This is an optimization exercise on Yosys and OpenROAD, whose aim is small area, a short achievable clock period and few clock cycles per item, not a production implementation.
Where RTL was checked, it was by simulation tests only, not by an equivalence proof against the original.
For run 1, only the layout was checked, not whether the RTL still works.
Power figures rest on the tool's default switching activity, not on a simulated workload.

## flow/design.v (module list and top-level ports; edited modules follow where they fit)
// module multiplier: 910 lines
module multiplier(
  output [63:0] prod,
  output busy,
  input [31:0] mc,
  input [31:0] mp,
  input clk,
  input rst,
  input start);
  // ...
==> flow/flow/run.sh <==
#!/bin/bash
# Layout flow: the standard flow (standard synthesis and ORFS steps), except
# that the port buffers inserted before global placement are buf_2 cells
# instead of the delay-cell buffers ORFS picks by default. Every input and
# output port still gets its own buffer.
set -euo pipefail
export BUFFER_PORTS_ARGS="-buffer_cell sky130_fd_sc_hd__buf_2"
bash standard.sh finish > standard_flow.log 2>&1
==> flow/standard.sh <==
#!/bin/bash
# synth_recipe.tcl (not shown) runs the flow's synth.tcl, then flattens the netlist and writes it again
# the make line also repeats each setting of config.mk as NAME=value (left out here)
make -C /OpenROAD-flow-scripts/flow DESIGN_CONFIG=/design/flow/config.mk WORK_HOME=/design/flow/orfs CLKGATE_MAP_FILE= SYNTH_SCRIPT=/design/flow/synth_recipe.tcl "${@:-finish}"
==> flow/config.mk <==
export PLATFORM = sky130hd
export DESIGN_NAME = multiplier
export DESIGN_NICKNAME = multiplier
export VERILOG_FILES = /design/flow/design.v
export SDC_FILE = /design/flow/constraint.sdc
export NUM_CORES = 4
export LEC_CHECK = 0
export CAP_MARGIN = 20
export CORE_MARGIN = 2
export CORE_UTILIZATION = 40
export SETUP_SLACK_MARGIN = 0.4
export SLEW_MARGIN = 20
==> flow/constraint.sdc <==
create_clock -name core_clock -period 4.0 [get_ports {clk}]
set_input_delay 0.8000 -clock core_clock [delete_from_list [all_inputs] [get_ports {clk}]]
set_output_delay 0.8000 -clock core_clock [all_outputs]
set_load 0.01 [all_outputs]
==> flow_metrics.tcl, run 1 <==
set metrics [dict create \
    status "timing/DRC/antenna clean" \
    n_clock_buffer 17 \
    drv_cap 0 \
    m1WireLength_um 16200 \
    nMultiInputCombCells 828 \
    post_synth_arst_share_pct 0 \
    pwr-share-clk_pct 9.9 \
    via_per_inst 5.02 \
    met1_usage_pct 27.0 \
    min_setup_slack_post_route_ns 0.124 \
    layout_common_cells "195 x sky130_fd_sc_hd__inv_1, 127 x sky130_fd_sc_hd__buf_2, 111 x sky130_fd_sc_hd__buf_4" \
    globalRoute.busiestLayer "met2" \
    critPathLaunchType "flop" \
    postSynth.topFlopCell "sky130_fd_sc_hd__edfxtp_1" \
    synthSimpleGateAreaFrac_pct 6.37 \
    critical_path_depth 13 \
    synth_compound_gate_area_share_pct 11.5 \
    worstSetupStartpoint "S[4]$_DFFE_PP_" \
    power_frac_comb_pct 69.4 \
    dp.cells 1919 \
    ctsHtreeMaxLevel 4 \
    timing.critical_path.to_type "output port" \
    met2WireLength_um 18900 \
    non_clock_buffer_count 298 \
    cts-resized-gates 22 \
    fmax_mhz 258 \
    timing.final.crit_share_pct 96.9 \
    synth_enable_flop_cells 96 \
    powerComb_w 0.0117 \
    cp.arrival_ns 3.08 \
    ioPinCount 132 \
    timing.critical_path.slowest_cell_delay_ns 0.40 \
    min_path_type "flop to flop" \
    synth_top_family_by_area "adder cells" \
    worst-endpoint-required_ns 3.20 \
    gate_count_of_the_mapped_netlist 1307 \
    power.total_w 0.0169 \
    clk_latency_ns 0.45 \
]
==> module multiplier, before the edit <==
module multiplier(
  output [63:0] prod,
  output busy,
  input [31:0] mc,
  input [31:0] mp,
  input clk,
  input rst,
  input start);
reg [31:0] M, S;
reg [30:0] C;
reg [23:0] Q;
reg [7:0] Ls, Lc;
reg t, cl, busy_r;
reg [1:0] cnt;
reg [3:0] d_one, d_two, d_neg;
wire fin = busy_r & (cnt == 2'd2);
wire it = start | busy_r;
function [11:0] dec;
  input [8:0] b;
  integer k;
  reg [3:0] o, w, n;
  begin
    for (k = 0; k < 4; k = k + 1) begin
      o[k] = b[2*k+1] ^ b[2*k];
      w[k] = (b[2*k+2] ^ b[2*k+1]) & ~(b[2*k+1] ^ b[2*k]);
      n[k] = b[2*k+2];
    end
    dec = {n, w, o};
  end
endfunction
wire [11:0] dec0 = dec({{mp[7:0]}, 1'b0});
wire [11:0] decn = dec(start ? {mp[15:7]} : Q[8:0]);
wire [31:0] Me = start ? mc : M;
wire [3:0] oe = start ? dec0[3:0] : d_one;
wire [3:0] we = start ? dec0[7:4] : d_two;
wire [3:0] ne = start ? dec0[11:8] : d_neg;
wire [31:0] Se = start ? 32'd0 : S;
wire [30:0] Ce = start ? 31'd0 : C;
wire te = start | t;
wire [32:0] Mx = {Me[31], Me};
wire [33:0] Mx2 = {Mx, 1'b0};
wire [32:0] x0 = ({33{oe[0]}} & Mx) | ({33{we[0]}} & Mx2[32:0]);
wire [32:0] p0 = x0 ^ {33{ne[0]}};
wire [33:0] pp0 = {~p0[32], p0};
wire [32:0] x1 = ({33{oe[1]}} & Mx) | ({33{we[1]}} & Mx2[32:0]);
wire [32:0] p1 = x1 ^ {33{ne[1]}};
wire [33:0] pp1 = {~p1[32], p1};
wire [32:0] x2 = ({33{oe[2]}} & Mx) | ({33{we[2]}} & Mx2[32:0]);
wire [32:0] p2 = x2 ^ {33{ne[2]}};
wire [33:0] pp2 = {~p2[32], p2};
wire [32:0] x3 = ({33{oe[3]}} & Mx) | ({33{we[3]}} & Mx2[32:0]);
wire [32:0] p3 = x3 ^ {33{ne[3]}};
wire [33:0] pp3 = {~p3[32], p3};
wire hs1 = Ce[5] ^ Se[6];
wire hc1 = Ce[5] & Se[6];
wire hs2 = Ce[6] ^ Se[7];
wire hc2 = Ce[6] & Se[7];
wire hs3 = Ce[7] ^ Se[8];
wire hc3 = Ce[7] & Se[8];
wire hs4 = Ce[8] ^ Se[9];
wire hc4 = Ce[8] & Se[9];
wire hs5 = Ce[9] ^ Se[10];
wire hc5 = Ce[9] & Se[10];
wire hs6 = Ce[10] ^ Se[11];
wire hc6 = Ce[10] & Se[11];
wire hs7 = Ce[11] ^ Se[12];
wire hc7 = Ce[11] & Se[12];
wire hs8 = Ce[12] ^ Se[13];
wire hc8 = Ce[12] & Se[13];
wire hs9 = Ce[13] ^ Se[14];
wire hc9 = Ce[13] & Se[14];
wire hs10 = Ce[14] ^ Se[15];
wire hc10 = Ce[14] & Se[15];
wire hs11 = Ce[15] ^ Se[16];
wire hc11 = Ce[15] & Se[16];
wire hs12 = Ce[16] ^ Se[17];
wire hc12 = Ce[16] & Se[17];
wire hs13 = Ce[17] ^ Se[18];
wire hc13 = Ce[17] & Se[18];
wire hs14 = Ce[18] ^ Se[19];
wire hc14 = Ce[18] & Se[19];
wire hs15 = Ce[19] ^ Se[20];
wire hc15 = Ce[19] & Se[20];
wire hs16 = Ce[20] ^ Se[21];
wire hc16 = Ce[20] & Se[21];
wire hs17 = Ce[21] ^ Se[22];
wire hc17 = Ce[21] & Se[22];
wire hs18 = Ce[22] ^ Se[23];
wire hc18 = Ce[22] & Se[23];
wire hs19 = Ce[23] ^ Se[24];
wire hc19 = Ce[23] & Se[24];
wire hs20 = Ce[24] ^ Se[25];
wire hc20 = Ce[24] & Se[25];
wire hs21 = Ce[25] ^ Se[26];
wire hc21 = Ce[25] & Se[26];
wire hs22 = Ce[26] ^ Se[27];
wire hc22 = Ce[26] & Se[27];
wire hs23 = Ce[27] ^ Se[28];
wire hc23 = Ce[27] & Se[28];
wire hs24 = Ce[28] ^ Se[29];
wire hc24 = Ce[28] & Se[29];
wire hs25 = Ce[29] ^ Se[30];
wire hc25 = Ce[29] & Se[30];
wire hs26 = Ce[30] ^ Se[31];
wire hc26 = Ce[30] & Se[31];
wire hs27 = Ce[1] ^ Se[2];
wire hc27 = Ce[1] & Se[2];
wire hs28 = Ce[2] ^ Se[3];
wire hc28 = Ce[2] & Se[3];
wire fs29 = Ce[3] ^ Se[4] ^ ne[2];
wire fc29 = (Ce[3] & Se[4]) | (ne[2] & (Ce[3] ^ Se[4]));
wire hs30 = pp0[4] ^ pp1[2];
wire hc30 = pp0[4] & pp1[2];
wire fs31 = Ce[4] ^ Se[5] ^ pp0[5];
wire fc31 = (Ce[4] & Se[5]) | (pp0[5] & (Ce[4] ^ Se[5]));
wire hs32 = pp1[3] ^ pp2[1];
wire hc32 = pp1[3] & pp2[1];
wire fs33 = hs1 ^ ne[3] ^ pp0[6];
wire fc33 = (hs1 & ne[3]) | (pp0[6] & (hs1 ^ ne[3]));
wire fs34 = pp1[4] ^ pp2[2] ^ pp3[0];
wire fc34 = (pp1[4] & pp2[2]) | (pp3[0] & (pp1[4] ^ pp2[2]));
wire fs35 = hc1 ^ hs2 ^ pp0[7];
wire fc35 = (hc1 & hs2) | (pp0[7] & (hc1 ^ hs2));
wire fs36 = pp1[5] ^ pp2[3] ^ pp3[1];
wire fc36 = (pp1[5] & pp2[3]) | (pp3[1] & (pp1[5] ^ pp2[3]));
wire fs37 = hc2 ^ hs3 ^ pp0[8];
wire fc37 = (hc2 & hs3) | (pp0[8] & (hc2 ^ hs3));
wire fs38 = pp1[6] ^ pp2[4] ^ pp3[2];
wire fc38 = (pp1[6] & pp2[4]) | (pp3[2] & (pp1[6] ^ pp2[4]));
wire fs39 = hc3 ^ hs4 ^ pp0[9];
wire fc39 = (hc3 & hs4) | (pp0[9] & (hc3 ^ hs4));
wire fs40 = pp1[7] ^ pp2[5] ^ pp3[3];
wire fc40 = (pp1[7] & pp2[5]) | (pp3[3] & (pp1[7] ^ pp2[5]));
wire fs41 = hc4 ^ hs5 ^ pp0[10];
wire fc41 = (hc4 & hs5) | (pp0[10] & (hc4 ^ hs5));
wire fs42 = pp1[8] ^ pp2[6] ^ pp3[4];
wire fc42 = (pp1[8] & pp2[6]) | (pp3[4] & (pp1[8] ^ pp2[6]));
wire fs43 = hc5 ^ hs6 ^ pp0[11];
wire fc43 = (hc5 & hs6) | (pp0[11] & (hc5 ^ hs6));
wire fs44 = pp1[9] ^ pp2[7] ^ pp3[5];
wire fc44 = (pp1[9] & pp2[7]) | (pp3[5] & (pp1[9] ^ pp2[7]));
wire fs45 = hc6 ^ hs7 ^ pp0[12];
wire fc45 = (hc6 & hs7) | (pp0[12] & (hc6 ^ hs7));
wire fs46 = pp1[10] ^ pp2[8] ^ pp3[6];
wire fc46 = (pp1[10] & pp2[8]) | (pp3[6] & (pp1[10] ^ pp2[8]));
wire fs47 = hc7 ^ hs8 ^ pp0[13];
wire fc47 = (hc7 & hs8) | (pp0[13] & (hc7 ^ hs8));
wire fs48 = pp1[11] ^ pp2[9] ^ pp3[7];
wire fc48 = (pp1[11] & pp2[9]) | (pp3[7] & (pp1[11] ^ pp2[9]));
wire fs49 = hc8 ^ hs9 ^ pp0[14];
wire fc49 = (hc8 & hs9) | (pp0[14] & (hc8 ^ hs9));
wire fs50 = pp1[12] ^ pp2[10] ^ pp3[8];
wire fc50 = (pp1[12] & pp2[10]) | (pp3[8] & (pp1[12] ^ pp2[10]));
wire fs51 = hc9 ^ hs10 ^ pp0[15];
wire fc51 = (hc9 & hs10) | (pp0[15] & (hc9 ^ hs10));
wire fs52 = pp1[13] ^ pp2[11] ^ pp3[9];
wire fc52 = (pp1[13] & pp2[11]) | (pp3[9] & (pp1[13] ^ pp2[11]));
wire fs53 = hc10 ^ hs11 ^ pp0[16];
wire fc53 = (hc10 & hs11) | (pp0[16] & (hc10 ^ hs11));
wire fs54 = pp1[14] ^ pp2[12] ^ pp3[10];
wire fc54 = (pp1[14] & pp2[12]) | (pp3[10] & (pp1[14] ^ pp2[12]));
wire fs55 = hc11 ^ hs12 ^ pp0[17];
wire fc55 = (hc11 & hs12) | (pp0[17] & (hc11 ^ hs12));
wire fs56 = pp1[15] ^ pp2[13] ^ pp3[11];
wire fc56 = (pp1[15] & pp2[13]) | (pp3[11] & (pp1[15] ^ pp2[13]));
wire fs57 = hc12 ^ hs13 ^ pp0[18];
wire fc57 = (hc12 & hs13) | (pp0[18] & (hc12 ^ hs13));
wire fs58 = pp1[16] ^ pp2[14] ^ pp3[12];
wire fc58 = (pp1[16] & pp2[14]) | (pp3[12] & (pp1[16] ^ pp2[14]));
wire fs59 = hc13 ^ hs14 ^ pp0[19];
wire fc59 = (hc13 & hs14) | (pp0[19] & (hc13 ^ hs14));
wire fs60 = pp1[17] ^ pp2[15] ^ pp3[13];
wire fc60 = (pp1[17] & pp2[15]) | (pp3[13] & (pp1[17] ^ pp2[15]));
wire fs61 = hc14 ^ hs15 ^ pp0[20];
wire fc61 = (hc14 & hs15) | (pp0[20] & (hc14 ^ hs15));
wire fs62 = pp1[18] ^ pp2[16] ^ pp3[14];
wire fc62 = (pp1[18] & pp2[16]) | (pp3[14] & (pp1[18] ^ pp2[16]));
wire fs63 = hc15 ^ hs16 ^ pp0[21];
wire fc63 = (hc15 & hs16) | (pp0[21] & (hc15 ^ hs16));
wire fs64 = pp1[19] ^ pp2[17] ^ pp3[15];
wire fc64 = (pp1[19] & pp2[17]) | (pp3[15] & (pp1[19] ^ pp2[17]));
wire fs65 = hc16 ^ hs17 ^ pp0[22];
wire fc65 = (hc16 & hs17) | (pp0[22] & (hc16 ^ hs17));
wire fs66 = pp1[20] ^ pp2[18] ^ pp3[16];
wire fc66 = (pp1[20] & pp2[18]) | (pp3[16] & (pp1[20] ^ pp2[18]));
wire fs67 = hc17 ^ hs18 ^ pp0[23];
wire fc67 = (hc17 & hs18) | (pp0[23] & (hc17 ^ hs18));
wire fs68 = pp1[21] ^ pp2[19] ^ pp3[17];
wire fc68 = (pp1[21] & pp2[19]) | (pp3[17] & (pp1[21] ^ pp2[19]));
wire fs69 = hc18 ^ hs19 ^ pp0[24];
wire fc69 = (hc18 & hs19) | (pp0[24] & (hc18 ^ hs19));
wire fs70 = pp1[22] ^ pp2[20] ^ pp3[18];
wire fc70 = (pp1[22] & pp2[20]) | (pp3[18] & (pp1[22] ^ pp2[20]));
wire fs71 = hc19 ^ hs20 ^ pp0[25];
wire fc71 = (hc19 & hs20) | (pp0[25] & (hc19 ^ hs20));
wire fs72 = pp1[23] ^ pp2[21] ^ pp3[19];
wire fc72 = (pp1[23] & pp2[21]) | (pp3[19] & (pp1[23] ^ pp2[21]));
wire fs73 = hc20 ^ hs21 ^ pp0[26];
wire fc73 = (hc20 & hs21) | (pp0[26] & (hc20 ^ hs21));
wire fs74 = pp1[24] ^ pp2[22] ^ pp3[20];
wire fc74 = (pp1[24] & pp2[22]) | (pp3[20] & (pp1[24] ^ pp2[22]));
wire fs75 = hc21 ^ hs22 ^ pp0[27];
wire fc75 = (hc21 & hs22) | (pp0[27] & (hc21 ^ hs22));
wire fs76 = pp1[25] ^ pp2[23] ^ pp3[21];
wire fc76 = (pp1[25] & pp2[23]) | (pp3[21] & (pp1[25] ^ pp2[23]));
wire fs77 = hc22 ^ hs23 ^ pp0[28];
wire fc77 = (hc22 & hs23) | (pp0[28] & (hc22 ^ hs23));
wire fs78 = pp1[26] ^ pp2[24] ^ pp3[22];
wire fc78 = (pp1[26] & pp2[24]) | (pp3[22] & (pp1[26] ^ pp2[24]));
wire fs79 = hc23 ^ hs24 ^ pp0[29];
wire fc79 = (hc23 & hs24) | (pp0[29] & (hc23 ^ hs24));
wire fs80 = pp1[27] ^ pp2[25] ^ pp3[23];
wire fc80 = (pp1[27] & pp2[25]) | (pp3[23] & (pp1[27] ^ pp2[25]));
wire fs81 = hc24 ^ hs25 ^ pp0[30];
wire fc81 = (hc24 & hs25) | (pp0[30] & (hc24 ^ hs25));
wire fs82 = pp1[28] ^ pp2[26] ^ pp3[24];
wire fc82 = (pp1[28] & pp2[26]) | (pp3[24] & (pp1[28] ^ pp2[26]));
wire fs83 = hc25 ^ hs26 ^ pp0[31];
wire fc83 = (hc25 & hs26) | (pp0[31] & (hc25 ^ hs26));
wire fs84 = pp1[29] ^ pp2[27] ^ pp3[25];
wire fc84 = (pp1[29] & pp2[27]) | (pp3[25] & (pp1[29] ^ pp2[27]));
wire fs85 = ~te ^ hc26 ^ pp0[32];
wire fc85 = (~te & hc26) | (pp0[32] & (~te ^ hc26));
wire fs86 = pp1[30] ^ pp2[28] ^ pp3[26];
wire fc86 = (pp1[30] & pp2[28]) | (pp3[26] & (pp1[30] ^ pp2[28]));
wire fs87 = te ^ pp0[33] ^ pp1[31];
wire fc87 = (te & pp0[33]) | (pp1[31] & (te ^ pp0[33]));
wire hs88 = pp2[29] ^ pp3[27];
wire hc88 = pp2[29] & pp3[27];
wire fs89 = 1'b1 ^ pp1[32] ^ pp2[30];
wire fc89 = (1'b1 & pp1[32]) | (pp2[30] & (1'b1 ^ pp1[32]));
wire hs90 = hs27 ^ ne[1];
wire hc90 = hs27 & ne[1];
wire fs91 = hc27 ^ hs28 ^ pp0[3];
wire fc91 = (hc27 & hs28) | (pp0[3] & (hc27 ^ hs28));
wire fs92 = hc28 ^ fs29 ^ pp2[0];
wire fc92 = (hc28 & fs29) | (pp2[0] & (hc28 ^ fs29));
wire fs93 = fc29 ^ hc30 ^ hs32;
wire fc93 = (fc29 & hc30) | (hs32 & (fc29 ^ hc30));
wire fs94 = hc32 ^ fc31 ^ fs33;
wire fc94 = (hc32 & fc31) | (fs33 & (hc32 ^ fc31));
wire fs95 = fc33 ^ fc34 ^ fs35;
wire fc95 = (fc33 & fc34) | (fs35 & (fc33 ^ fc34));
wire fs96 = fc35 ^ fc36 ^ fs37;
wire fc96 = (fc35 & fc36) | (fs37 & (fc35 ^ fc36));
wire fs97 = fc37 ^ fc38 ^ fs39;
wire fc97 = (fc37 & fc38) | (fs39 & (fc37 ^ fc38));
wire fs98 = fc39 ^ fc40 ^ fs41;
wire fc98 = (fc39 & fc40) | (fs41 & (fc39 ^ fc40));
wire fs99 = fc41 ^ fc42 ^ fs43;
wire fc99 = (fc41 & fc42) | (fs43 & (fc41 ^ fc42));
wire fs100 = fc43 ^ fc44 ^ fs45;
wire fc100 = (fc43 & fc44) | (fs45 & (fc43 ^ fc44));
wire fs101 = fc45 ^ fc46 ^ fs47;
wire fc101 = (fc45 & fc46) | (fs47 & (fc45 ^ fc46));
wire fs102 = fc47 ^ fc48 ^ fs49;
wire fc102 = (fc47 & fc48) | (fs49 & (fc47 ^ fc48));
wire fs103 = fc49 ^ fc50 ^ fs51;
wire fc103 = (fc49 & fc50) | (fs51 & (fc49 ^ fc50));
wire fs104 = fc51 ^ fc52 ^ fs53;
wire fc104 = (fc51 & fc52) | (fs53 & (fc51 ^ fc52));
wire fs105 = fc53 ^ fc54 ^ fs55;
wire fc105 = (fc53 & fc54) | (fs55 & (fc53 ^ fc54));
wire fs106 = fc55 ^ fc56 ^ fs57;
wire fc106 = (fc55 & fc56) | (fs57 & (fc55 ^ fc56));
wire fs107 = fc57 ^ fc58 ^ fs59;
wire fc107 = (fc57 & fc58) | (fs59 & (fc57 ^ fc58));
wire fs108 = fc59 ^ fc60 ^ fs61;
wire fc108 = (fc59 & fc60) | (fs61 & (fc59 ^ fc60));
wire fs109 = fc61 ^ fc62 ^ fs63;
wire fc109 = (fc61 & fc62) | (fs63 & (fc61 ^ fc62));
wire fs110 = fc63 ^ fc64 ^ fs65;
wire fc110 = (fc63 & fc64) | (fs65 & (fc63 ^ fc64));
wire fs111 = fc65 ^ fc66 ^ fs67;
wire fc111 = (fc65 & fc66) | (fs67 & (fc65 ^ fc66));
wire fs112 = fc67 ^ fc68 ^ fs69;
wire fc112 = (fc67 & fc68) | (fs69 & (fc67 ^ fc68));
wire fs113 = fc69 ^ fc70 ^ fs71;
wire fc113 = (fc69 & fc70) | (fs71 & (fc69 ^ fc70));
wire fs114 = fc71 ^ fc72 ^ fs73;
wire fc114 = (fc71 & fc72) | (fs73 & (fc71 ^ fc72));
wire fs115 = fc73 ^ fc74 ^ fs75;
wire fc115 = (fc73 & fc74) | (fs75 & (fc73 ^ fc74));
wire fs116 = fc75 ^ fc76 ^ fs77;
wire fc116 = (fc75 & fc76) | (fs77 & (fc75 ^ fc76));
wire fs117 = fc77 ^ fc78 ^ fs79;
wire fc117 = (fc77 & fc78) | (fs79 & (fc77 ^ fc78));
wire fs118 = fc79 ^ fc80 ^ fs81;
wire fc118 = (fc79 & fc80) | (fs81 & (fc79 ^ fc80));
wire fs119 = fc81 ^ fc82 ^ fs83;
wire fc119 = (fc81 & fc82) | (fs83 & (fc81 ^ fc82));
wire fs120 = fc83 ^ fc84 ^ fs85;
wire fc120 = (fc83 & fc84) | (fs85 & (fc83 ^ fc84));
wire fs121 = hs88 ^ fc85 ^ fc86;
wire fc121 = (hs88 & fc85) | (fc86 & (hs88 ^ fc85));
wire fs122 = pp3[28] ^ hc88 ^ fc87;
wire fc122 = (pp3[28] & hc88) | (fc87 & (pp3[28] ^ hc88));
wire fs123 = pp1[33] ^ pp2[31] ^ pp3[29];
wire fc123 = (pp1[33] & pp2[31]) | (pp3[29] & (pp1[33] ^ pp2[31]));
wire hs124 = 1'b1 ^ pp2[32];
wire hc124 = 1'b1 & pp2[32];
wire hs125 = Se[0] ^ ne[0];
wire hc125 = Se[0] & ne[0];
wire fs126 = Ce[0] ^ Se[1] ^ pp0[1];
wire fc126 = (Ce[0] & Se[1]) | (pp0[1] & (Ce[0] ^ Se[1]));
wire fs127 = hs90 ^ pp0[2] ^ pp1[0];
wire fc127 = (hs90 & pp0[2]) | (pp1[0] & (hs90 ^ pp0[2]));
wire fs128 = hc90 ^ pp1[1] ^ fs91;
wire fc128 = (hc90 & pp1[1]) | (fs91 & (hc90 ^ pp1[1]));
wire fs129 = hs30 ^ fc91 ^ fs92;
wire fc129 = (hs30 & fc91) | (fs92 & (hs30 ^ fc91));
wire fs130 = fc92 ^ fs31 ^ fs93;
wire fc130 = (fc92 & fs31) | (fs93 & (fc92 ^ fs31));
wire fs131 = fs34 ^ fc93 ^ fs94;
wire fc131 = (fs34 & fc93) | (fs94 & (fs34 ^ fc93));
wire fs132 = fs36 ^ fc94 ^ fs95;
wire fc132 = (fs36 & fc94) | (fs95 & (fs36 ^ fc94));
wire fs133 = fs38 ^ fc95 ^ fs96;
wire fc133 = (fs38 & fc95) | (fs96 & (fs38 ^ fc95));
wire fs134 = fs40 ^ fc96 ^ fs97;
wire fc134 = (fs40 & fc96) | (fs97 & (fs40 ^ fc96));
wire fs135 = fs42 ^ fc97 ^ fs98;
wire fc135 = (fs42 & fc97) | (fs98 & (fs42 ^ fc97));
wire fs136 = fs44 ^ fc98 ^ fs99;
wire fc136 = (fs44 & fc98) | (fs99 & (fs44 ^ fc98));
wire fs137 = fs46 ^ fc99 ^ fs100;
wire fc137 = (fs46 & fc99) | (fs100 & (fs46 ^ fc99));
wire fs138 = fs48 ^ fc100 ^ fs101;
wire fc138 = (fs48 & fc100) | (fs101 & (fs48 ^ fc100));
wire fs139 = fs50 ^ fc101 ^ fs102;
wire fc139 = (fs50 & fc101) | (fs102 & (fs50 ^ fc101));
wire fs140 = fs52 ^ fc102 ^ fs103;
wire fc140 = (fs52 & fc102) | (fs103 & (fs52 ^ fc102));
wire fs141 = fs54 ^ fc103 ^ fs104;
wire fc141 = (fs54 & fc103) | (fs104 & (fs54 ^ fc103));
wire fs142 = fs56 ^ fc104 ^ fs105;
wire fc142 = (fs56 & fc104) | (fs105 & (fs56 ^ fc104));
wire fs143 = fs58 ^ fc105 ^ fs106;
wire fc143 = (fs58 & fc105) | (fs106 & (fs58 ^ fc105));
wire fs144 = fs60 ^ fc106 ^ fs107;
wire fc144 = (fs60 & fc106) | (fs107 & (fs60 ^ fc106));
wire fs145 = fs62 ^ fc107 ^ fs108;
wire fc145 = (fs62 & fc107) | (fs108 & (fs62 ^ fc107));
wire fs146 = fs64 ^ fc108 ^ fs109;
wire fc146 = (fs64 & fc108) | (fs109 & (fs64 ^ fc108));
wire fs147 = fs66 ^ fc109 ^ fs110;
wire fc147 = (fs66 & fc109) | (fs110 & (fs66 ^ fc109));
wire fs148 = fs68 ^ fc110 ^ fs111;
wire fc148 = (fs68 & fc110) | (fs111 & (fs68 ^ fc110));
wire fs149 = fs70 ^ fc111 ^ fs112;
wire fc149 = (fs70 & fc111) | (fs112 & (fs70 ^ fc111));
wire fs150 = fs72 ^ fc112 ^ fs113;
wire fc150 = (fs72 & fc112) | (fs113 & (fs72 ^ fc112));
wire fs151 = fs74 ^ fc113 ^ fs114;
wire fc151 = (fs74 & fc113) | (fs114 & (fs74 ^ fc113));
wire fs152 = fs76 ^ fc114 ^ fs115;
wire fc152 = (fs76 & fc114) | (fs115 & (fs76 ^ fc114));
wire fs153 = fs78 ^ fc115 ^ fs116;
wire fc153 = (fs78 & fc115) | (fs116 & (fs78 ^ fc115));
wire fs154 = fs80 ^ fc116 ^ fs117;
wire fc154 = (fs80 & fc116) | (fs117 & (fs80 ^ fc116));
wire fs155 = fs82 ^ fc117 ^ fs118;
wire fc155 = (fs82 & fc117) | (fs118 & (fs82 ^ fc117));
wire fs156 = fs84 ^ fc118 ^ fs119;
wire fc156 = (fs84 & fc118) | (fs119 & (fs84 ^ fc118));
wire fs157 = fs86 ^ fc119 ^ fs120;
wire fc157 = (fs86 & fc119) | (fs120 & (fs86 ^ fc119));
wire fs158 = fs87 ^ fc120 ^ fs121;
wire fc158 = (fs87 & fc120) | (fs121 & (fs87 ^ fc120));
wire fs159 = fs89 ^ fc121 ^ fs122;
wire fc159 = (fs89 & fc121) | (fs122 & (fs89 ^ fc121));
wire fs160 = fc89 ^ fs123 ^ fc122;
wire fc160 = (fc89 & fs123) | (fc122 & (fc89 ^ fs123));
wire fs161 = pp3[30] ^ hs124 ^ fc123;
wire fc161 = (pp3[30] & hs124) | (fc123 & (pp3[30] ^ hs124));
wire fs162 = pp2[33] ^ pp3[31] ^ hc124;
wire fc162 = (pp2[33] & pp3[31]) | (hc124 & (pp2[33] ^ pp3[31]));
wire hs163 = 1'b1 ^ pp3[32];
wire hc163 = 1'b1 & pp3[32];
wire [40:0] R0 = {1'b0, pp3[33], hs163, fs162, fs161, fc159, fc158, fs158, fc156, fc155, fc154, fc153, fc152, fc151, fc150, fc149, fc148, fc147, fc146, fc145, fc144, fc143, fc142, fc141, fc140, fc139, fc138, fc137, fc136, fc135, fc134, fc133, fc132, fc131, fc130, fc129, fc128, fc127, fc126, hc125, hs125};
wire [40:0] R1 = {1'b0, hc163, fc162, fc161, fc160, fs160, fs159, fc157, fs157, fs156, fs155, fs154, fs153, fs152, fs151, fs150, fs149, fs148, fs147, fs146, fs145, fs144, fs143, fs142, fs141, fs140, fs139, fs138, fs137, fs136, fs135, fs134, fs133, fs132, fs131, fs130, fs129, fs128, fs127, fs126, pp0[0]};
wire [39:0] fa_p = {S, Ls};
wire [40:0] pg0_g = {1'b0, C, Lc, cl};
wire [40:0] pg0_p = {fa_p, 1'b0};
wire [40:0] pg1_g, pg1_p;
assign pg1_g[0] = pg0_g[0];
assign pg1_p[0] = pg0_p[0];
assign pg1_g[1] = pg0_g[1] | (pg0_p[1] & pg0_g[0]);
assign pg1_p[1] = pg0_p[1] & pg0_p[0];
assign pg1_g[2] = pg0_g[2];
assign pg1_p[2] = pg0_p[2];
assign pg1_g[3] = pg0_g[3] | (pg0_p[3] & pg0_g[2]);
assign pg1_p[3] = pg0_p[3] & pg0_p[2];
assign pg1_g[4] = pg0_g[4];
assign pg1_p[4] = pg0_p[4];
assign pg1_g[5] = pg0_g[5] | (pg0_p[5] & pg0_g[4]);
assign pg1_p[5] = pg0_p[5] & pg0_p[4];
assign pg1_g[6] = pg0_g[6];
assign pg1_p[6] = pg0_p[6];
assign pg1_g[7] = pg0_g[7] | (pg0_p[7] & pg0_g[6]);
assign pg1_p[7] = pg0_p[7] & pg0_p[6];
assign pg1_g[8] = pg0_g[8];
assign pg1_p[8] = pg0_p[8];
assign pg1_g[9] = pg0_g[9] | (pg0_p[9] & pg0_g[8]);
assign pg1_p[9] = pg0_p[9] & pg0_p[8];
assign pg1_g[10] = pg0_g[10];
assign pg1_p[10] = pg0_p[10];
assign pg1_g[11] = pg0_g[11] | (pg0_p[11] & pg0_g[10]);
assign pg1_p[11] = pg0_p[11] & pg0_p[10];
assign pg1_g[12] = pg0_g[12];
assign pg1_p[12] = pg0_p[12];
assign pg1_g[13] = pg0_g[13] | (pg0_p[13] & pg0_g[12]);
assign pg1_p[13] = pg0_p[13] & pg0_p[12];
assign pg1_g[14] = pg0_g[14];
assign pg1_p[14] = pg0_p[14];
assign pg1_g[15] = pg0_g[15] | (pg0_p[15] & pg0_g[14]);
assign pg1_p[15] = pg0_p[15] & pg0_p[14];
assign pg1_g[16] = pg0_g[16];
assign pg1_p[16] = pg0_p[16];
assign pg1_g[17] = pg0_g[17] | (pg0_p[17] & pg0_g[16]);
assign pg1_p[17] = pg0_p[17] & pg0_p[16];
assign pg1_g[18] = pg0_g[18];
assign pg1_p[18] = pg0_p[18];
assign pg1_g[19] = pg0_g[19] | (pg0_p[19] & pg0_g[18]);
assign pg1_p[19] = pg0_p[19] & pg0_p[18];
assign pg1_g[20] = pg0_g[20];
assign pg1_p[20] = pg0_p[20];
assign pg1_g[21] = pg0_g[21] | (pg0_p[21] & pg0_g[20]);
assign pg1_p[21] = pg0_p[21] & pg0_p[20];
assign pg1_g[22] = pg0_g[22];
assign pg1_p[22] = pg0_p[22];
assign pg1_g[23] = pg0_g[23] | (pg0_p[23] & pg0_g[22]);
assign pg1_p[23] = pg0_p[23] & pg0_p[22];
assign pg1_g[24] = pg0_g[24];
assign pg1_p[24] = pg0_p[24];
assign pg1_g[25] = pg0_g[25] | (pg0_p[25] & pg0_g[24]);
assign pg1_p[25] = pg0_p[25] & pg0_p[24];
assign pg1_g[26] = pg0_g[26];
assign pg1_p[26] = pg0_p[26];
assign pg1_g[27] = pg0_g[27] | (pg0_p[27] & pg0_g[26]);
assign pg1_p[27] = pg0_p[27] & pg0_p[26];
assign pg1_g[28] = pg0_g[28];
assign pg1_p[28] = pg0_p[28];
assign pg1_g[29] = pg0_g[29] | (pg0_p[29] & pg0_g[28]);
assign pg1_p[29] = pg0_p[29] & pg0_p[28];
assign pg1_g[30] = pg0_g[30];
assign pg1_p[30] = pg0_p[30];
assign pg1_g[31] = pg0_g[31] | (pg0_p[31] & pg0_g[30]);
assign pg1_p[31] = pg0_p[31] & pg0_p[30];
assign pg1_g[32] = pg0_g[32];
assign pg1_p[32] = pg0_p[32];
assign pg1_g[33] = pg0_g[33] | (pg0_p[33] & pg0_g[32]);
assign pg1_p[33] = pg0_p[33] & pg0_p[32];
assign pg1_g[34] = pg0_g[34];
assign pg1_p[34] = pg0_p[34];
assign pg1_g[35] = pg0_g[35] | (pg0_p[35] & pg0_g[34]);
assign pg1_p[35] = pg0_p[35] & pg0_p[34];
assign pg1_g[36] = pg0_g[36];
assign pg1_p[36] = pg0_p[36];
assign pg1_g[37] = pg0_g[37] | (pg0_p[37] & pg0_g[36]);
assign pg1_p[37] = pg0_p[37] & pg0_p[36];
assign pg1_g[38] = pg0_g[38];
assign pg1_p[38] = pg0_p[38];
assign pg1_g[39] = pg0_g[39] | (pg0_p[39] & pg0_g[38]);
assign pg1_p[39] = pg0_p[39] & pg0_p[38];
assign pg1_g[40] = pg0_g[40];
assign pg1_p[40] = pg0_p[40];
wire [40:0] pg2_g, pg2_p;
assign pg2_g[0] = pg1_g[0];
assign pg2_p[0] = pg1_p[0];
assign pg2_g[1] = pg1_g[1];
assign pg2_p[1] = pg1_p[1];
assign pg2_g[2] = pg1_g[2] | (pg1_p[2] & pg1_g[1]);
assign pg2_p[2] = pg1_p[2] & pg1_p[1];
assign pg2_g[3] = pg1_g[3] | (pg1_p[3] & pg1_g[1]);
assign pg2_p[3] = pg1_p[3] & pg1_p[1];
assign pg2_g[4] = pg1_g[4];
assign pg2_p[4] = pg1_p[4];
assign pg2_g[5] = pg1_g[5];
assign pg2_p[5] = pg1_p[5];
assign pg2_g[6] = pg1_g[6] | (pg1_p[6] & pg1_g[5]);
assign pg2_p[6] = pg1_p[6] & pg1_p[5];
assign pg2_g[7] = pg1_g[7] | (pg1_p[7] & pg1_g[5]);
assign pg2_p[7] = pg1_p[7] & pg1_p[5];
assign pg2_g[8] = pg1_g[8];
assign pg2_p[8] = pg1_p[8];
assign pg2_g[9] = pg1_g[9];
assign pg2_p[9] = pg1_p[9];
assign pg2_g[10] = pg1_g[10] | (pg1_p[10] & pg1_g[9]);
assign pg2_p[10] = pg1_p[10] & pg1_p[9];
assign pg2_g[11] = pg1_g[11] | (pg1_p[11] & pg1_g[9]);
assign pg2_p[11] = pg1_p[11] & pg1_p[9];
assign pg2_g[12] = pg1_g[12];
assign pg2_p[12] = pg1_p[12];
assign pg2_g[13] = pg1_g[13];
assign pg2_p[13] = pg1_p[13];
assign pg2_g[14] = pg1_g[14] | (pg1_p[14] & pg1_g[13]);
assign pg2_p[14] = pg1_p[14] & pg1_p[13];
assign pg2_g[15] = pg1_g[15] | (pg1_p[15] & pg1_g[13]);
assign pg2_p[15] = pg1_p[15] & pg1_p[13];
assign pg2_g[16] = pg1_g[16];
assign pg2_p[16] = pg1_p[16];
assign pg2_g[17] = pg1_g[17];
assign pg2_p[17] = pg1_p[17];
assign pg2_g[18] = pg1_g[18] | (pg1_p[18] & pg1_g[17]);
assign pg2_p[18] = pg1_p[18] & pg1_p[17];
assign pg2_g[19] = pg1_g[19] | (pg1_p[19] & pg1_g[17]);
assign pg2_p[19] = pg1_p[19] & pg1_p[17];
assign pg2_g[20] = pg1_g[20];
assign pg2_p[20] = pg1_p[20];
assign pg2_g[21] = pg1_g[21];
assign pg2_p[21] = pg1_p[21];
assign pg2_g[22] = pg1_g[22] | (pg1_p[22] & pg1_g[21]);
assign pg2_p[22] = pg1_p[22] & pg1_p[21];
assign pg2_g[23] = pg1_g[23] | (pg1_p[23] & pg1_g[21]);
assign pg2_p[23] = pg1_p[23] & pg1_p[21];
assign pg2_g[24] = pg1_g[24];
assign pg2_p[24] = pg1_p[24];
assign pg2_g[25] = pg1_g[25];
assign pg2_p[25] = pg1_p[25];
assign pg2_g[26] = pg1_g[26] | (pg1_p[26] & pg1_g[25]);
assign pg2_p[26] = pg1_p[26] & pg1_p[25];
assign pg2_g[27] = pg1_g[27] | (pg1_p[27] & pg1_g[25]);
assign pg2_p[27] = pg1_p[27] & pg1_p[25];
assign pg2_g[28] = pg1_g[28];
assign pg2_p[28] = pg1_p[28];
assign pg2_g[29] = pg1_g[29];
assign pg2_p[29] = pg1_p[29];
assign pg2_g[30] = pg1_g[30] | (pg1_p[30] & pg1_g[29]);
assign pg2_p[30] = pg1_p[30] & pg1_p[29];
assign pg2_g[31] = pg1_g[31] | (pg1_p[31] & pg1_g[29]);
assign pg2_p[31] = pg1_p[31] & pg1_p[29];
assign pg2_g[32] = pg1_g[32];
assign pg2_p[32] = pg1_p[32];
assign pg2_g[33] = pg1_g[33];
assign pg2_p[33] = pg1_p[33];
assign pg2_g[34] = pg1_g[34] | (pg1_p[34] & pg1_g[33]);
assign pg2_p[34] = pg1_p[34] & pg1_p[33];
assign pg2_g[35] = pg1_g[35] | (pg1_p[35] & pg1_g[33]);
assign pg2_p[35] = pg1_p[35] & pg1_p[33];
assign pg2_g[36] = pg1_g[36];
assign pg2_p[36] = pg1_p[36];
assign pg2_g[37] = pg1_g[37];
assign pg2_p[37] = pg1_p[37];
assign pg2_g[38] = pg1_g[38] | (pg1_p[38] & pg1_g[37]);
assign pg2_p[38] = pg1_p[38] & pg1_p[37];
assign pg2_g[39] = pg1_g[39] | (pg1_p[39] & pg1_g[37]);
assign pg2_p[39] = pg1_p[39] & pg1_p[37];
assign pg2_g[40] = pg1_g[40];
assign pg2_p[40] = pg1_p[40];
wire [40:0] pg3_g, pg3_p;
assign pg3_g[0] = pg2_g[0];
assign pg3_p[0] = pg2_p[0];
assign pg3_g[1] = pg2_g[1];
assign pg3_p[1] = pg2_p[1];
assign pg3_g[2] = pg2_g[2];
assign pg3_p[2] = pg2_p[2];
assign pg3_g[3] = pg2_g[3];
assign pg3_p[3] = pg2_p[3];
assign pg3_g[4] = pg2_g[4] | (pg2_p[4] & pg2_g[3]);
assign pg3_p[4] = pg2_p[4] & pg2_p[3];
assign pg3_g[5] = pg2_g[5] | (pg2_p[5] & pg2_g[3]);
assign pg3_p[5] = pg2_p[5] & pg2_p[3];
assign pg3_g[6] = pg2_g[6] | (pg2_p[6] & pg2_g[3]);
assign pg3_p[6] = pg2_p[6] & pg2_p[3];
assign pg3_g[7] = pg2_g[7] | (pg2_p[7] & pg2_g[3]);
assign pg3_p[7] = pg2_p[7] & pg2_p[3];
assign pg3_g[8] = pg2_g[8];
assign pg3_p[8] = pg2_p[8];
assign pg3_g[9] = pg2_g[9];
assign pg3_p[9] = pg2_p[9];
assign pg3_g[10] = pg2_g[10];
assign pg3_p[10] = pg2_p[10];
assign pg3_g[11] = pg2_g[11];
assign pg3_p[11] = pg2_p[11];
assign pg3_g[12] = pg2_g[12] | (pg2_p[12] & pg2_g[11]);
assign pg3_p[12] = pg2_p[12] & pg2_p[11];
assign pg3_g[13] = pg2_g[13] | (pg2_p[13] & pg2_g[11]);
assign pg3_p[13] = pg2_p[13] & pg2_p[11];
assign pg3_g[14] = pg2_g[14] | (pg2_p[14] & pg2_g[11]);
assign pg3_p[14] = pg2_p[14] & pg2_p[11];
assign pg3_g[15] = pg2_g[15] | (pg2_p[15] & pg2_g[11]);
assign pg3_p[15] = pg2_p[15] & pg2_p[11];
assign pg3_g[16] = pg2_g[16];
assign pg3_p[16] = pg2_p[16];
assign pg3_g[17] = pg2_g[17];
assign pg3_p[17] = pg2_p[17];
assign pg3_g[18] = pg2_g[18];
assign pg3_p[18] = pg2_p[18];
assign pg3_g[19] = pg2_g[19];
assign pg3_p[19] = pg2_p[19];
assign pg3_g[20] = pg2_g[20] | (pg2_p[20] & pg2_g[19]);
assign pg3_p[20] = pg2_p[20] & pg2_p[19];
assign pg3_g[21] = pg2_g[21] | (pg2_p[21] & pg2_g[19]);
assign pg3_p[21] = pg2_p[21] & pg2_p[19];
assign pg3_g[22] = pg2_g[22] | (pg2_p[22] & pg2_g[19]);
assign pg3_p[22] = pg2_p[22] & pg2_p[19];
assign pg3_g[23] = pg2_g[23] | (pg2_p[23] & pg2_g[19]);
assign pg3_p[23] = pg2_p[23] & pg2_p[19];
assign pg3_g[24] = pg2_g[24];
assign pg3_p[24] = pg2_p[24];
assign pg3_g[25] = pg2_g[25];
assign pg3_p[25] = pg2_p[25];
assign pg3_g[26] = pg2_g[26];
assign pg3_p[26] = pg2_p[26];
assign pg3_g[27] = pg2_g[27];
assign pg3_p[27] = pg2_p[27];
assign pg3_g[28] = pg2_g[28] | (pg2_p[28] & pg2_g[27]);
assign pg3_p[28] = pg2_p[28] & pg2_p[27];
assign pg3_g[29] = pg2_g[29] | (pg2_p[29] & pg2_g[27]);
assign pg3_p[29] = pg2_p[29] & pg2_p[27];
assign pg3_g[30] = pg2_g[30] | (pg2_p[30] & pg2_g[27]);
assign pg3_p[30] = pg2_p[30] & pg2_p[27];
assign pg3_g[31] = pg2_g[31] | (pg2_p[31] & pg2_g[27]);
assign pg3_p[31] = pg2_p[31] & pg2_p[27];
assign pg3_g[32] = pg2_g[32];
assign pg3_p[32] = pg2_p[32];
assign pg3_g[33] = pg2_g[33];
assign pg3_p[33] = pg2_p[33];
assign pg3_g[34] = pg2_g[34];
assign pg3_p[34] = pg2_p[34];
assign pg3_g[35] = pg2_g[35];
assign pg3_p[35] = pg2_p[35];
assign pg3_g[36] = pg2_g[36] | (pg2_p[36] & pg2_g[35]);
assign pg3_p[36] = pg2_p[36] & pg2_p[35];
assign pg3_g[37] = pg2_g[37] | (pg2_p[37] & pg2_g[35]);
assign pg3_p[37] = pg2_p[37] & pg2_p[35];
assign pg3_g[38] = pg2_g[38] | (pg2_p[38] & pg2_g[35]);
assign pg3_p[38] = pg2_p[38] & pg2_p[35];
assign pg3_g[39] = pg2_g[39] | (pg2_p[39] & pg2_g[35]);
assign pg3_p[39] = pg2_p[39] & pg2_p[35];
assign pg3_g[40] = pg2_g[40];
assign pg3_p[40] = pg2_p[40];
wire [40:0] pg4_g, pg4_p;
assign pg4_g[0] = pg3_g[0];
assign pg4_p[0] = pg3_p[0];
assign pg4_g[1] = pg3_g[1];
assign pg4_p[1] = pg3_p[1];
assign pg4_g[2] = pg3_g[2];
assign pg4_p[2] = pg3_p[2];
assign pg4_g[3] = pg3_g[3];
assign pg4_p[3] = pg3_p[3];
assign pg4_g[4] = pg3_g[4];
assign pg4_p[4] = pg3_p[4];
assign pg4_g[5] = pg3_g[5];
assign pg4_p[5] = pg3_p[5];
assign pg4_g[6] = pg3_g[6];
assign pg4_p[6] = pg3_p[6];
assign pg4_g[7] = pg3_g[7];
assign pg4_p[7] = pg3_p[7];
assign pg4_g[8] = pg3_g[8] | (pg3_p[8] & pg3_g[7]);
assign pg4_p[8] = pg3_p[8] & pg3_p[7];
assign pg4_g[9] = pg3_g[9] | (pg3_p[9] & pg3_g[7]);
assign pg4_p[9] = pg3_p[9] & pg3_p[7];
assign pg4_g[10] = pg3_g[10] | (pg3_p[10] & pg3_g[7]);
assign pg4_p[10] = pg3_p[10] & pg3_p[7];
assign pg4_g[11] = pg3_g[11] | (pg3_p[11] & pg3_g[7]);
assign pg4_p[11] = pg3_p[11] & pg3_p[7];
assign pg4_g[12] = pg3_g[12] | (pg3_p[12] & pg3_g[7]);
assign pg4_p[12] = pg3_p[12] & pg3_p[7];
assign pg4_g[13] = pg3_g[13] | (pg3_p[13] & pg3_g[7]);
assign pg4_p[13] = pg3_p[13] & pg3_p[7];
assign pg4_g[14] = pg3_g[14] | (pg3_p[14] & pg3_g[7]);
assign pg4_p[14] = pg3_p[14] & pg3_p[7];
assign pg4_g[15] = pg3_g[15] | (pg3_p[15] & pg3_g[7]);
assign pg4_p[15] = pg3_p[15] & pg3_p[7];
assign pg4_g[16] = pg3_g[16];
assign pg4_p[16] = pg3_p[16];
assign pg4_g[17] = pg3_g[17];
assign pg4_p[17] = pg3_p[17];
assign pg4_g[18] = pg3_g[18];
assign pg4_p[18] = pg3_p[18];
assign pg4_g[19] = pg3_g[19];
assign pg4_p[19] = pg3_p[19];
assign pg4_g[20] = pg3_g[20];
assign pg4_p[20] = pg3_p[20];
assign pg4_g[21] = pg3_g[21];
assign pg4_p[21] = pg3_p[21];
assign pg4_g[22] = pg3_g[22];
assign pg4_p[22] = pg3_p[22];
assign pg4_g[23] = pg3_g[23];
assign pg4_p[23] = pg3_p[23];
assign pg4_g[24] = pg3_g[24] | (pg3_p[24] & pg3_g[23]);
assign pg4_p[24] = pg3_p[24] & pg3_p[23];
assign pg4_g[25] = pg3_g[25] | (pg3_p[25] & pg3_g[23]);
assign pg4_p[25] = pg3_p[25] & pg3_p[23];
assign pg4_g[26] = pg3_g[26] | (pg3_p[26] & pg3_g[23]);
assign pg4_p[26] = pg3_p[26] & pg3_p[23];
assign pg4_g[27] = pg3_g[27] | (pg3_p[27] & pg3_g[23]);
assign pg4_p[27] = pg3_p[27] & pg3_p[23];
assign pg4_g[28] = pg3_g[28] | (pg3_p[28] & pg3_g[23]);
assign pg4_p[28] = pg3_p[28] & pg3_p[23];
assign pg4_g[29] = pg3_g[29] | (pg3_p[29] & pg3_g[23]);
assign pg4_p[29] = pg3_p[29] & pg3_p[23];
assign pg4_g[30] = pg3_g[30] | (pg3_p[30] & pg3_g[23]);
assign pg4_p[30] = pg3_p[30] & pg3_p[23];
assign pg4_g[31] = pg3_g[31] | (pg3_p[31] & pg3_g[23]);
assign pg4_p[31] = pg3_p[31] & pg3_p[23];
assign pg4_g[32] = pg3_g[32];
assign pg4_p[32] = pg3_p[32];
assign pg4_g[33] = pg3_g[33];
assign pg4_p[33] = pg3_p[33];
assign pg4_g[34] = pg3_g[34];
assign pg4_p[34] = pg3_p[34];
assign pg4_g[35] = pg3_g[35];
assign pg4_p[35] = pg3_p[35];
assign pg4_g[36] = pg3_g[36];
assign pg4_p[36] = pg3_p[36];
assign pg4_g[37] = pg3_g[37];
assign pg4_p[37] = pg3_p[37];
assign pg4_g[38] = pg3_g[38];
assign pg4_p[38] = pg3_p[38];
assign pg4_g[39] = pg3_g[39];
assign pg4_p[39] = pg3_p[39];
assign pg4_g[40] = pg3_g[40] | (pg3_p[40] & pg3_g[39]);
assign pg4_p[40] = pg3_p[40] & pg3_p[39];
wire [40:0] pg5_g, pg5_p;
assign pg5_g[0] = pg4_g[0];
assign pg5_p[0] = pg4_p[0];
assign pg5_g[1] = pg4_g[1];
assign pg5_p[1] = pg4_p[1];
assign pg5_g[2] = pg4_g[2];
assign pg5_p[2] = pg4_p[2];
assign pg5_g[3] = pg4_g[3];
assign pg5_p[3] = pg4_p[3];
assign pg5_g[4] = pg4_g[4];
assign pg5_p[4] = pg4_p[4];
assign pg5_g[5] = pg4_g[5];
assign pg5_p[5] = pg4_p[5];
assign pg5_g[6] = pg4_g[6];
assign pg5_p[6] = pg4_p[6];
assign pg5_g[7] = pg4_g[7];
assign pg5_p[7] = pg4_p[7];
assign pg5_g[8] = pg4_g[8];
assign pg5_p[8] = pg4_p[8];
assign pg5_g[9] = pg4_g[9];
assign pg5_p[9] = pg4_p[9];
assign pg5_g[10] = pg4_g[10];
assign pg5_p[10] = pg4_p[10];
assign pg5_g[11] = pg4_g[11];
assign pg5_p[11] = pg4_p[11];
assign pg5_g[12] = pg4_g[12];
assign pg5_p[12] = pg4_p[12];
assign pg5_g[13] = pg4_g[13];
assign pg5_p[13] = pg4_p[13];
assign pg5_g[14] = pg4_g[14];
assign pg5_p[14] = pg4_p[14];
assign pg5_g[15] = pg4_g[15];
assign pg5_p[15] = pg4_p[15];
assign pg5_g[16] = pg4_g[16] | (pg4_p[16] & pg4_g[15]);
assign pg5_p[16] = pg4_p[16] & pg4_p[15];
assign pg5_g[17] = pg4_g[17] | (pg4_p[17] & pg4_g[15]);
assign pg5_p[17] = pg4_p[17] & pg4_p[15];
assign pg5_g[18] = pg4_g[18] | (pg4_p[18] & pg4_g[15]);
assign pg5_p[18] = pg4_p[18] & pg4_p[15];
assign pg5_g[19] = pg4_g[19] | (pg4_p[19] & pg4_g[15]);
assign pg5_p[19] = pg4_p[19] & pg4_p[15];
assign pg5_g[20] = pg4_g[20] | (pg4_p[20] & pg4_g[15]);
assign pg5_p[20] = pg4_p[20] & pg4_p[15];
assign pg5_g[21] = pg4_g[21] | (pg4_p[21] & pg4_g[15]);
assign pg5_p[21] = pg4_p[21] & pg4_p[15];
assign pg5_g[22] = pg4_g[22] | (pg4_p[22] & pg4_g[15]);
assign pg5_p[22] = pg4_p[22] & pg4_p[15];
assign pg5_g[23] = pg4_g[23] | (pg4_p[23] & pg4_g[15]);
assign pg5_p[23] = pg4_p[23] & pg4_p[15];
assign pg5_g[24] = pg4_g[24] | (pg4_p[24] & pg4_g[15]);
assign pg5_p[24] = pg4_p[24] & pg4_p[15];
assign pg5_g[25] = pg4_g[25] | (pg4_p[25] & pg4_g[15]);
assign pg5_p[25] = pg4_p[25] & pg4_p[15];
assign pg5_g[26] = pg4_g[26] | (pg4_p[26] & pg4_g[15]);
assign pg5_p[26] = pg4_p[26] & pg4_p[15];
assign pg5_g[27] = pg4_g[27] | (pg4_p[27] & pg4_g[15]);
assign pg5_p[27] = pg4_p[27] & pg4_p[15];
assign pg5_g[28] = pg4_g[28] | (pg4_p[28] & pg4_g[15]);
assign pg5_p[28] = pg4_p[28] & pg4_p[15];
assign pg5_g[29] = pg4_g[29] | (pg4_p[29] & pg4_g[15]);
assign pg5_p[29] = pg4_p[29] & pg4_p[15];
assign pg5_g[30] = pg4_g[30] | (pg4_p[30] & pg4_g[15]);
assign pg5_p[30] = pg4_p[30] & pg4_p[15];
assign pg5_g[31] = pg4_g[31] | (pg4_p[31] & pg4_g[15]);
assign pg5_p[31] = pg4_p[31] & pg4_p[15];
assign pg5_g[32] = pg4_g[32];
assign pg5_p[32] = pg4_p[32];
assign pg5_g[33] = pg4_g[33];
assign pg5_p[33] = pg4_p[33];
assign pg5_g[34] = pg4_g[34];
assign pg5_p[34] = pg4_p[34];
assign pg5_g[35] = pg4_g[35];
assign pg5_p[35] = pg4_p[35];
assign pg5_g[36] = pg4_g[36];
assign pg5_p[36] = pg4_p[36];
assign pg5_g[37] = pg4_g[37];
assign pg5_p[37] = pg4_p[37];
assign pg5_g[38] = pg4_g[38];
assign pg5_p[38] = pg4_p[38];
assign pg5_g[39] = pg4_g[39];
assign pg5_p[39] = pg4_p[39];
assign pg5_g[40] = pg4_g[40];
assign pg5_p[40] = pg4_p[40];
wire [40:0] pg6_g, pg6_p;
assign pg6_g[0] = pg5_g[0];
assign pg6_p[0] = pg5_p[0];
assign pg6_g[1] = pg5_g[1];
assign pg6_p[1] = pg5_p[1];
assign pg6_g[2] = pg5_g[2];
assign pg6_p[2] = pg5_p[2];
assign pg6_g[3] = pg5_g[3];
assign pg6_p[3] = pg5_p[3];
assign pg6_g[4] = pg5_g[4];
assign pg6_p[4] = pg5_p[4];
assign pg6_g[5] = pg5_g[5];
assign pg6_p[5] = pg5_p[5];
assign pg6_g[6] = pg5_g[6];
assign pg6_p[6] = pg5_p[6];
assign pg6_g[7] = pg5_g[7];
assign pg6_p[7] = pg5_p[7];
assign pg6_g[8] = pg5_g[8];
assign pg6_p[8] = pg5_p[8];
assign pg6_g[9] = pg5_g[9];
assign pg6_p[9] = pg5_p[9];
assign pg6_g[10] = pg5_g[10];
assign pg6_p[10] = pg5_p[10];
assign pg6_g[11] = pg5_g[11];
assign pg6_p[11] = pg5_p[11];
assign pg6_g[12] = pg5_g[12];
assign pg6_p[12] = pg5_p[12];
assign pg6_g[13] = pg5_g[13];
assign pg6_p[13] = pg5_p[13];
assign pg6_g[14] = pg5_g[14];
assign pg6_p[14] = pg5_p[14];
assign pg6_g[15] = pg5_g[15];
assign pg6_p[15] = pg5_p[15];
assign pg6_g[16] = pg5_g[16];
assign pg6_p[16] = pg5_p[16];
assign pg6_g[17] = pg5_g[17];
assign pg6_p[17] = pg5_p[17];
assign pg6_g[18] = pg5_g[18];
assign pg6_p[18] = pg5_p[18];
assign pg6_g[19] = pg5_g[19];
assign pg6_p[19] = pg5_p[19];
assign pg6_g[20] = pg5_g[20];
assign pg6_p[20] = pg5_p[20];
assign pg6_g[21] = pg5_g[21];
assign pg6_p[21] = pg5_p[21];
assign pg6_g[22] = pg5_g[22];
assign pg6_p[22] = pg5_p[22];
assign pg6_g[23] = pg5_g[23];
assign pg6_p[23] = pg5_p[23];
assign pg6_g[24] = pg5_g[24];
assign pg6_p[24] = pg5_p[24];
assign pg6_g[25] = pg5_g[25];
assign pg6_p[25] = pg5_p[25];
assign pg6_g[26] = pg5_g[26];
assign pg6_p[26] = pg5_p[26];
assign pg6_g[27] = pg5_g[27];
assign pg6_p[27] = pg5_p[27];
assign pg6_g[28] = pg5_g[28];
assign pg6_p[28] = pg5_p[28];
assign pg6_g[29] = pg5_g[29];
assign pg6_p[29] = pg5_p[29];
assign pg6_g[30] = pg5_g[30];
assign pg6_p[30] = pg5_p[30];
assign pg6_g[31] = pg5_g[31];
assign pg6_p[31] = pg5_p[31];
assign pg6_g[32] = pg5_g[32] | (pg5_p[32] & pg5_g[31]);
assign pg6_p[32] = pg5_p[32] & pg5_p[31];
assign pg6_g[33] = pg5_g[33] | (pg5_p[33] & pg5_g[31]);
assign pg6_p[33] = pg5_p[33] & pg5_p[31];
assign pg6_g[34] = pg5_g[34] | (pg5_p[34] & pg5_g[31]);
assign pg6_p[34] = pg5_p[34] & pg5_p[31];
assign pg6_g[35] = pg5_g[35] | (pg5_p[35] & pg5_g[31]);
assign pg6_p[35] = pg5_p[35] & pg5_p[31];
assign pg6_g[36] = pg5_g[36] | (pg5_p[36] & pg5_g[31]);
assign pg6_p[36] = pg5_p[36] & pg5_p[31];
assign pg6_g[37] = pg5_g[37] | (pg5_p[37] & pg5_g[31]);
assign pg6_p[37] = pg5_p[37] & pg5_p[31];
assign pg6_g[38] = pg5_g[38] | (pg5_p[38] & pg5_g[31]);
assign pg6_p[38] = pg5_p[38] & pg5_p[31];
assign pg6_g[39] = pg5_g[39] | (pg5_p[39] & pg5_g[31]);
assign pg6_p[39] = pg5_p[39] & pg5_p[31];
assign pg6_g[40] = pg5_g[40] | (pg5_p[40] & pg5_g[31]);
assign pg6_p[40] = pg5_p[40] & pg5_p[31];
wire [39:0] F = fa_p ^ pg6_g[39:0];
wire csh = pg6_g[8];   
wire [40:0] Tp = R0 ^ R1;
wire [40:0] Tg = R0 & R1;
always @(posedge clk) begin
  if (rst) busy_r <= 1'b0;
  else if (start) busy_r <= 1'b1;
  else if (fin) busy_r <= 1'b0;
  cnt <= start ? 2'd0 : cnt + 2'd1;
  M <= Me;
  if (start) Q <= {7'd0, {mp[31:15]}};
  else if (busy_r) Q <= {F[7:0], Q[23:8]};
  d_one <= decn[3:0];
  d_two <= decn[7:4];
  d_neg <= decn[11:8];
  if (it) begin
    S <= Tp[39:8];
    C <= Tg[38:8];
    t <= Tp[40] | Tg[39];
    Ls <= Tp[7:0];
    Lc <= Tg[7:0];
    cl <= csh & ~start;
  end
end
assign busy = busy_r;
wire [63:0] Pfull = {F, Q};
assign prod = Pfull[63:0];
endmodule
==> run 2: changes to the inputs <==
--- a/flow/design.v
+++ b/flow/design.v
@@ -29,14 +29,14 @@
   end
 endfunction
 wire [11:0] dec0 = dec({{mp[7:0]}, 1'b0});
-wire [11:0] decn = dec(start ? {mp[15:7]} : Q[8:0]);
-wire [31:0] Me = start ? mc : M;
-wire [3:0] oe = start ? dec0[3:0] : d_one;
-wire [3:0] we = start ? dec0[7:4] : d_two;
-wire [3:0] ne = start ? dec0[11:8] : d_neg;
-wire [31:0] Se = start ? 32'd0 : S;
-wire [30:0] Ce = start ? 31'd0 : C;
-wire te = start | t;
+wire [11:0] decn = dec(busy_r ? Q[8:0] : {mp[15:7]});
+wire [31:0] Me = busy_r ? M : mc;
+wire [3:0] oe = busy_r ? d_one : dec0[3:0];
+wire [3:0] we = busy_r ? d_two : dec0[7:4];
+wire [3:0] ne = busy_r ? d_neg : dec0[11:8];
+wire [31:0] Se = S & {32{busy_r}};
+wire [30:0] Ce = C & {31{busy_r}};
+wire te = t | ~busy_r;
 wire [32:0] Mx = {Me[31], Me};
 wire [33:0] Mx2 = {Mx, 1'b0};
 wire [32:0] x0 = ({33{oe[0]}} & Mx) | ({33{we[0]}} & Mx2[32:0]);
@@ -901,7 +901,7 @@
     t <= Tp[40] | Tg[39];
     Ls <= Tp[7:0];
     Lc <= Tg[7:0];
-    cl <= csh & ~start;
+    cl <= csh & busy_r;
   end
 end
 assign busy = busy_r;
--- a/flow/config.mk
+++ b/flow/config.mk
@@ -8,5 +8,5 @@
 export CAP_MARGIN = 20
 export CORE_MARGIN = 2
 export CORE_UTILIZATION = 40
-export SETUP_SLACK_MARGIN = 0.4
+export SETUP_SLACK_MARGIN = 0.2
 export SLEW_MARGIN = 20
==> flow_metrics.tcl, run 2 <==
set metrics [dict create \
    status "timing/DRC/antenna clean" \
    grt_start_max_net_pins 46 \
    synth_most_common_cell "sky130_fd_sc_hd__inv_1" \
    timing.critical_path.to_type "output port" \
    cts_max_path_buffers 2 \
    drv_cap 0 \
    min_delay_path_depth 1 \
    wire_length_of_the_first_global_routing_pass_um 56200 \
    setup_tns_ns 0 \
    clk_latency_ns 0.45 \
    largest_register_by_flop_count "M" \
    post-route-util_pct 54.4 \
    slew_headroom_pct 51.7 \
    synth_xor_area_share_pct 10.8 \
    remaining_drc_errors 0 \
    globalRouteOverflowTotal 0 \
    synthSimpleGateAreaFrac_pct 6.76 \
    critical-path-slowest-cell "sky130_fd_sc_hd__or4_1" \
    groute.usage.overall_pct 20.8 \
    cts_made_buffers 17 \
    ys_ff_latch 150 \
    timing.final.max_slew_violations 0 \
    totalWireLength_um 38100 \
    swShare_pct 44.6 \
    dp.cells 1937 \
    grt_setup_unrepaired "true" \
    critPathLaunchType "flop" \
    die_y_um 186 \
    worst_ir_drop_vdd_uv 376 \
    detailedRoute.firstPassIterationCount 5 \
    power.switching_w 0.00620 \
    finish.net_count 1835 \
    synth_enable_flop_cells 96 \
    ioPinCount 132 \
    muxShareOfSynthArea_pct 5.38 \
    post_synth_arst_share_pct 0 \
    clock_skew_ns 0.0101 \
    layout_common_cells "300 x sky130_fd_sc_hd__inv_1, 131 x sky130_fd_sc_hd__buf_2, 123 x sky130_fd_sc_hd__xnor2_1" \
    start_util_pct 40.8 \
    drt-initial-drc-count 871 \
    via_count_of_the_first_global_routing_pass 10100 \
    finalCriticalPeriod_ns 3.83 \
    cts_hold_fix_bufs 0 \
    rows 66 \
    tritoncts_clock_tree "done" \
    postSynth.topFlopCell "sky130_fd_sc_hd__edfxtp_1" \
    core_area_sq_um 32600 \
    setup_violations 0 \
    cp.arrival_ns 3.03 \
    biggestRegsByFlops "M (32), C (31), S (31)" \
    port_buffer_cells 131 \
    place_hpwl_um 28100 \
    ctsHtreeMaxLevel 4 \
    cell_type_contributing_the_most_total_cell_area_after_synthesis "sky130_fd_sc_hd__edfxtp_1" \
    gate_count_of_the_mapped_netlist 1338 \
    yosysWarningCount 1 \
    max_reg_flops 32 \
    grt_antenna_before_repair 1 \
    synth_net_count 1614 \
    timing.final.crit_share_pct 95.8 \
    synth_common_cells "306 x sky130_fd_sc_hd__inv_1, 154 x sky130_fd_sc_hd__xnor2_1, 126 x sky130_fd_sc_hd__fa_1" \
    drive_above_1_share_pct 30.8 \
    synthesis.area_sq_um 13300 \
    clockRootBuffer "sky130_fd_sc_hd__clkbuf_16" \
    seqPwrFrac_pct 23.8 \
    worst_path_class_setup "flop to output port" \
    worst-endpoint-required_ns 3.20 \
    finalWeightedCongestion 0.860 \
    synth_top_family_by_area "adder cells" \
    synthAdderAreaFrac_pct 26.8 \
    final_common_cell "sky130_fd_sc_hd__inv_1" \
    critical_path_peak_fanout 6 \
    p_leak_nw 7.87 \
    n_antenna_cell 0 \
    hold_viol_final 0 \
    dr_total_vias 10200 \
    synth_sequential_area_ratio_pct 29.8 \
    detail-route-antenna-nets 0 \
    p_int_w 0.00771 \
    cts.reportedPaths.clkPinSlew_ns 0.06 \
    clock_sink_count 150 \
    worst_path_most_repeated_cell "sky130_fd_sc_hd__buf_4" \
    final-instance-count-excl-fill 2014 \
    postSynthAreaPerCell_sq_um 9.94 \
    min_path_type "flop to flop" \
    worstPathCellList "buf_4 -> a211oi_2 -> nor2_2 -> a2111oi_4 -> buf_4 -> a211oi_4 -> buf_4 -> o21a_1 -> o21a_1 -> or4_1 -> o311ai_1 -> buf_2" \
    die-width_um 186 \
    design.die.area_sq_um 34700 \
    yosys-top-cells-area "sky130_fd_sc_hd__edfxtp_1 22%, sky130_fd_sc_hd__fa_1 19%, sky130_fd_sc_hd__xnor2_1 10%, sky130_fd_sc_hd__inv_1 8.6%, sky130_fd_sc_hd__dfxtp_1 8.1%" \
    pwr-share-clk_pct 13.0 \
    synth.distinct_cells 53 \
    synth_compound_gate_area_share_pct 10.1 \
    fmax_mhz 261 \
    via_per_inst 5.08 \
    timing.critical_path.slowest_cell_delay_ns 0.39 \
    worstMarginPinSlew_ns 0.719 \
    cellPowerDensity_nw_per_um2 783 \
    worstRegToRegCells 13 \
    wire_per_inst_um 18.9 \
    yosys.area.top_type_share_pct 21.7 \
    power.total_w 0.0139 \
    power_frac_comb_pct 63.2 \
    synthToLayoutAreaGrowth_pct 33.5 \
]
-- run 2: cell count changes after synthesis, sizes merged, moves of 9 or more --
cell,before,now
mux2,51,20
nand2,33,24
a22oi,124,1
o22ai,0,125
xor2,70,10
mux2i,15,49
inv,273,306
and2,0,58
xnor2,101,154
nor2b,51,3
a21oi,25,37
-- run 2: metrics by stage --
stage          instance area (sq um)  setup WS [ns]  hold WS, ns
2_1_floorplan                  14400          0.148        0.386
3_3_place_gp                   16000         -0.194        0.398
3_5_place_dp                   16000         -0.222        0.405
4_1_cts                        16800          0.132        0.415
5_1_grt                        17700         0.0648        0.440
6_report                       17700          0.166        0.414
-- run 2: cell type report --
class | count | area, sq um
Timing Repair Buffer | 259 | 2170
Inverter | 307 | 1150
Clock inverter | 15 | 213
Clock buffer | 17 | 425
Sequential cell | 150 | 3970
Tap cell | 442 | 553
Fill cell | 2847 | 14900
Multi-Input combinational cell | 824 | 9270
-- run 2: path summary, 6_finish.rpt --
check / startpoint / to / slack (ns)
max: S[4]$_DFFE_PP_ / prod[50] / 0.17
min: cnt[0]$_SDFF_PP0_ / cnt[0]$_SDFF_PP0_ / 0.41
min reg2reg: cnt[0]$_SDFF_PP0_ / cnt[0]$_SDFF_PP0_ / 0.41
max reg2reg: busy_r$_SDFFE_PP0P_ / S[5]$_DFFE_PP_ / 0.24
-- run 2: logic make-up (layout without fill, tap and decap cells) --
kind of cell | count (synthesis) | count (layout)
fa+ha+maj | 209 | 209
mux | 69 | 69
compound gates | 210 | 210
simple gates | 172 | 172
xor+xnor | 164 | 164
flops | 150 | 150
buf+inv | 364 | 598
-- run 2: power groups by stage --
stage / clock (W) / sequential, W / combinational, W
final: 0.00181 / 0.00331 / 0.00879
after global routing: 0.00189 / 0.00339 / 0.0100
after CTS: 0.00183 / 0.00332 / 0.00850
after detailed placement: 0 / 0.00337 / 0.00834
after global placement: 0 / 0.00335 / 0.00812
after floorplan: 0 / 0.00320 / 0.00564
-- run 2: routing by layer --
| metal | share of wire (%) | vias up | global-route usage, % | wire [um] |
|---|---|---|---|---|
| met5 | 0.024 | - | 0 | 9 |
| met4 | 1.9 | 2 | 4.18 | 721 |
| met3 | 7.5 | 47 | 4.74 | 2870 |
| met2 | 43 | 391 | 30.3 | 16400 |
| met1 | 47 | 5003 | 31.4 | 18100 |
| li1 | - | 4792 | - | - |
-- run 2: worst max-delay path: cells and delay by family, from the launching register on --
family	cells	cell delay, ns
DFF	1	0.38
AOI/OAI and AO/OA	6	1.03
buffers and inverters	4	0.70
and+or+nand+nor	2	0.47
-- run 2: what timing repair did --
item	in CTS	in global routing
buffers inserted	12	20
gates resized for setup	10	79
gates cloned	0	13
pin swaps	6	75
endpoints found under the setup margin	17	43
Testbench counts of run 2, summed over its fixed seeds: cycles 12,800, items 3,200.

-- re-timing with driven ports --
In the flow no input, the clock included, has a driving cell. The finished layouts below were timed again as built, in two steps. Step 1 assumes that a clkbuf_16 drives the clock port and a buf_2 every other input. Step 2, shift: input delay + t, output delay - t, t = (earliest + latest rising clock arrival at the registers) / 2. This alone moves slack from input paths to output paths. Three values: no drivers, after step 1, after step 2; two values: the first two.
run	t, ns	setup slack, ns	worst setup path after step 2	latest minus earliest clock arrival (ns)	pins driven straight from the clock port
run 1	0.492	0.124 / 0.073 / -0.229	input to register	0.014 / 0.014	1
run 2	0.495	0.166 / 0.113 / -0.216	input to register	0.010 / 0.010	1
Met with ideal ports but missed after step 2: setup timing in run 1 and run 2. The setup slack of run 2, which loses most, moves by -0.053 ns with the drivers and by -0.382 ns with both steps.
